Background: an optimization exercise with open tools, aiming at small area, a short achievable clock period and few clock cycles. Do not read the settings as production practice. Power is estimated from default activity; no workload was simulated.

==> flow/design.v <==
module axi_lite_slave #(
    parameter ADDR_WIDTH = 6,
    parameter DATA_WIDTH = 32
)(
    input  logic                   clk,
    input  logic                   resetn,
    input  logic [ADDR_WIDTH-1:0]  AWADDR,
    input  logic                   AWVALID,
    output logic                   AWREADY,
    input  logic [DATA_WIDTH-1:0]  WDATA,
    input  logic                   WVALID,
    output logic                   WREADY,
    output logic [1:0]             BRESP,
    output logic                   BVALID,
    input  logic                   BREADY,
    input  logic [ADDR_WIDTH-1:0]  ARADDR,
    input  logic                   ARVALID,
    output logic                   ARREADY,
    output logic [DATA_WIDTH-1:0]  RDATA,
    output logic [1:0]             RRESP,
    output logic                   RVALID,
    input  logic                   RREADY
);
    localparam NWORDS = 1 << ADDR_WIDTH;
    logic [DATA_WIDTH-1:0] mem[0:NWORDS-1];
    assign BRESP = 2'b00;
    assign RRESP = 2'b00;
    logic [ADDR_WIDTH-1:0] wa_q;
    logic [DATA_WIDTH-1:0] wd_q;
    logic                  wa_v, wd_v;
    logic [2:0]            bcnt;        
    wire aw_hs = AWVALID && AWREADY;
    wire w_hs  = WVALID && WREADY;
    wire b_hs  = BVALID && BREADY;
    wire wgo   = wa_v && wd_v;          
    wire wa_v_n = aw_hs || (wa_v && !wgo);
    wire wd_v_n = w_hs  || (wd_v && !wgo);
    wire pair   = wa_v_n && wd_v_n;     
    logic [2:0] bcnt_n;
    always_comb begin
        case ({pair, b_hs})
            2'b10:   bcnt_n = bcnt + 3'd1;
            2'b01:   bcnt_n = bcnt - 3'd1;
            default: bcnt_n = bcnt;
        endcase
    end
    always_ff @(posedge clk) begin
        if (aw_hs) wa_q <= AWADDR;
        if (w_hs)  wd_q <= WDATA;
    end
    localparam LO_W = ADDR_WIDTH / 2;
    localparam HI_W = ADDR_WIDTH - LO_W;
    wire [ADDR_WIDTH-1:0] wa_n = aw_hs ? AWADDR : wa_q;
    logic [(1<<HI_W)-1:0] we_hi;        
    logic [(1<<LO_W)-1:0] we_lo;        
    always_ff @(posedge clk or negedge resetn) begin
        if (!resetn) begin
            we_hi <= '0;
            we_lo <= '0;
        end else begin
            for (int j = 0; j < (1<<HI_W); j++)
                we_hi[j] <= pair && (wa_n[ADDR_WIDTH-1:LO_W] == j);
            for (int j = 0; j < (1<<LO_W); j++)
                we_lo[j] <= (wa_n[LO_W-1:0] == j);
        end
    end
    genvar gi;
    generate
        for (gi = 0; gi < NWORDS; gi = gi + 1) begin : g_word
            always_ff @(posedge clk)
                if (we_hi[gi >> LO_W] && we_lo[gi % (1<<LO_W)]) mem[gi] <= wd_q;
        end
    endgenerate
    always_ff @(posedge clk or negedge resetn) begin
        if (!resetn) begin
            wa_v    <= 1'b0;
            wd_v    <= 1'b0;
            bcnt    <= 3'd0;
            BVALID  <= 1'b0;
            AWREADY <= 1'b0;
            WREADY  <= 1'b0;
        end else begin
            wa_v    <= wa_v_n;
            wd_v    <= wd_v_n;
            bcnt    <= bcnt_n;
            BVALID  <= (bcnt_n != 3'd0);
            AWREADY <= (!wa_v_n || wd_v_n) && !bcnt_n[2];
            WREADY  <= (!wd_v_n || wa_v_n) && !bcnt_n[2];
        end
    end
    logic [ADDR_WIDTH-1:0] q0, q1;
    logic [NWORDS-1:0]     q0_oh;
    logic                  q0_v, q1_v;
    logic [DATA_WIDTH-1:0] rd_q;
    logic                  rd_v;
    wire ar_hs = ARVALID && ARREADY;
    wire rmove = rd_v && (!RVALID || RREADY);      
    wire rload = q0_v && (!rd_v || rmove);         
    wire q0_v_n = rload ? (q1_v || ar_hs) : (q0_v || ar_hs);
    wire q1_v_n = rload ? (q1_v && ar_hs) : (q1_v || (q0_v && ar_hs));
    wire rd_v_n = rload || (rd_v && !rmove);
    wire rvalid_n = rmove || (RVALID && !RREADY);
    wire [2:0] occ_n = {2'b00, q0_v_n} + {2'b00, q1_v_n} + {2'b00, rd_v_n} + {2'b00, rvalid_n};
    wire [ADDR_WIDTH-1:0] q0_n = (rload || !q0_v) ? (q1_v ? q1 : ARADDR) : q0;
    logic [DATA_WIDTH-1:0] rd;
    always_comb begin
        rd = '0;
        for (int i = 0; i < NWORDS; i++)
            rd = rd | ({DATA_WIDTH{q0_oh[i]}} & mem[i]);
    end
    always_ff @(posedge clk) begin
        q0 <= q0_n;
        for (int i = 0; i < NWORDS; i++)
            q0_oh[i] <= (q0_n == i);
        if (ar_hs) q1 <= ARADDR;
        if (rload) rd_q <= rd;
    end
    always_ff @(posedge clk or negedge resetn) begin
        if (!resetn)
            RDATA <= '0;
        else if (rmove)
            RDATA <= rd_q;
    end
    always_ff @(posedge clk or negedge resetn) begin
        if (!resetn) begin
            q0_v    <= 1'b0;
            q1_v    <= 1'b0;
            rd_v    <= 1'b0;
            RVALID  <= 1'b0;
            ARREADY <= 1'b0;
        end else begin
            q0_v    <= q0_v_n;
            q1_v    <= q1_v_n;
            rd_v    <= rd_v_n;
            RVALID  <= rvalid_n;
            ARREADY <= (occ_n != 3'd4);
        end
    end
endmodule
Settings: LEC_CHECK=0, ABC_CLOCK_PERIOD_IN_PS=2300, CAP_MARGIN=20, CORE_MARGIN=2, CORE_UTILIZATION=65, CTS_CLUSTER_DIAMETER=60, CTS_CLUSTER_SIZE=20, SETUP_SLACK_MARGIN=2.7, SLEW_MARGIN=20; clock period 5.0 ns.
run.sh (not shown) runs the stock make flow with config.mk's settings and CLKGATE_MAP_FILE= SYNTH_SCRIPT=/design/flow/synth_recipe.tcl, a recipe that flattens the netlist after the stock synthesis.
Rerun with:
--- a/flow/design.v
+++ b/flow/design.v
@@ -86,54 +86,49 @@
             BVALID  <= (bcnt_n != 3'd0);
             AWREADY <= (!wa_v_n || wd_v_n) && !bcnt_n[2];
             WREADY  <= (!wd_v_n || wa_v_n) && !bcnt_n[2];
         end
     end
-    logic [ADDR_WIDTH-1:0] q0, q1;
     logic [NWORDS-1:0]     q0_oh;
+    logic [ADDR_WIDTH-1:0] q1;
     logic                  q0_v, q1_v;
-    logic [DATA_WIDTH-1:0] rd_q;
-    logic                  rd_v;
     wire ar_hs = ARVALID && ARREADY;
-    wire rmove = rd_v && (!RVALID || RREADY);      
-    wire rload = q0_v && (!rd_v || rmove);         
+    wire rload = q0_v && (!RVALID || RREADY);
     wire q0_v_n = rload ? (q1_v || ar_hs) : (q0_v || ar_hs);
     wire q1_v_n = rload ? (q1_v && ar_hs) : (q1_v || (q0_v && ar_hs));
-    wire rd_v_n = rload || (rd_v && !rmove);
-    wire rvalid_n = rmove || (RVALID && !RREADY);
-    wire [2:0] occ_n = {2'b00, q0_v_n} + {2'b00, q1_v_n} + {2'b00, rd_v_n} + {2'b00, rvalid_n};
-    wire [ADDR_WIDTH-1:0] q0_n = (rload || !q0_v) ? (q1_v ? q1 : ARADDR) : q0;
+    wire rvalid_n = rload || (RVALID && !RREADY);
+    wire [1:0] occ_n = {1'b0, q0_v_n} + {1'b0, q1_v_n} + {1'b0, rvalid_n};
+    wire [ADDR_WIDTH-1:0] q0_src = q1_v ? q1 : ARADDR;
     logic [DATA_WIDTH-1:0] rd;
     always_comb begin
         rd = '0;
         for (int i = 0; i < NWORDS; i++)
             rd = rd | ({DATA_WIDTH{q0_oh[i]}} & mem[i]);
     end
     always_ff @(posedge clk) begin
-        q0 <= q0_n;
-        for (int i = 0; i < NWORDS; i++)
-            q0_oh[i] <= (q0_n == i);
         if (ar_hs) q1 <= ARADDR;
-        if (rload) rd_q <= rd;
     end
     always_ff @(posedge clk or negedge resetn) begin
-        if (!resetn)
+        if (!resetn) begin
             RDATA <= '0;
-        else if (rmove)
-            RDATA <= rd_q;
+            q0_oh <= '0;
+        end else begin
+            if (rload) RDATA <= rd;
+            if (rload || !q0_v)
+                for (int i = 0; i < NWORDS; i++)
+                    q0_oh[i] <= (q0_src == i);
+        end
     end
     always_ff @(posedge clk or negedge resetn) begin
         if (!resetn) begin
             q0_v    <= 1'b0;
             q1_v    <= 1'b0;
-            rd_v    <= 1'b0;
             RVALID  <= 1'b0;
             ARREADY <= 1'b0;
         end else begin
             q0_v    <= q0_v_n;
             q1_v    <= q1_v_n;
-            rd_v    <= rd_v_n;
             RVALID  <= rvalid_n;
-            ARREADY <= (occ_n != 3'd4);
+            ARREADY <= (occ_n != 2'd3);
         end
     end
 endmodule
=> Non-clock buffer count increases by 26. Worst setup slack is better by 0.025 ns. Hold slack improves by 0.071 ns. Register-to-register slack gains 0.12 ns. Maximum frequency rose by 0.97%. Total power falls by 5.8%. Clock-buffer cell count came out higher by 6. Cell area shrinks by 1.4%. Critical path depth drops by 1. Sequential cell count shrinks by 39. Die area goes down by 0.55%.
Function was not checked in any run of this note: the RTL went through the layout flow alone.

-- separate check: timing with driven ports --
The flow's constraints put no driver on any port. The routed layouts listed below were extracted and timed again, unchanged, in two steps. Step 1 assumes that a clkbuf_16 drives the clock port and a buf_2 every other input. Step 2 also shifts input and output timing later by t, the mid clock arrival at the registers, as if the neighbouring blocks saw the same clock. a / b / c = ideal / step 1 / step 2; a / b = the first two.
| run | shift t [ns] | setup WS [ns] | slew at the worst register clock pin (ns) | worst slew at a driven data input, ns |
|---|---|---|---|---|
| the first run | 0.859 | 2.449 / 2.449 / 1.933 | 0.09 / 0.09 | 0.05 |
| the second run | 0.869 | 2.473 / 2.393 / 1.939 | 0.09 / 0.09 | 0.09 |
After both steps setup and hold are still met in every run listed. For the second run, which loses most, drivers alone change the setup slack by -0.080 ns; drivers and shift together by -0.534 ns.
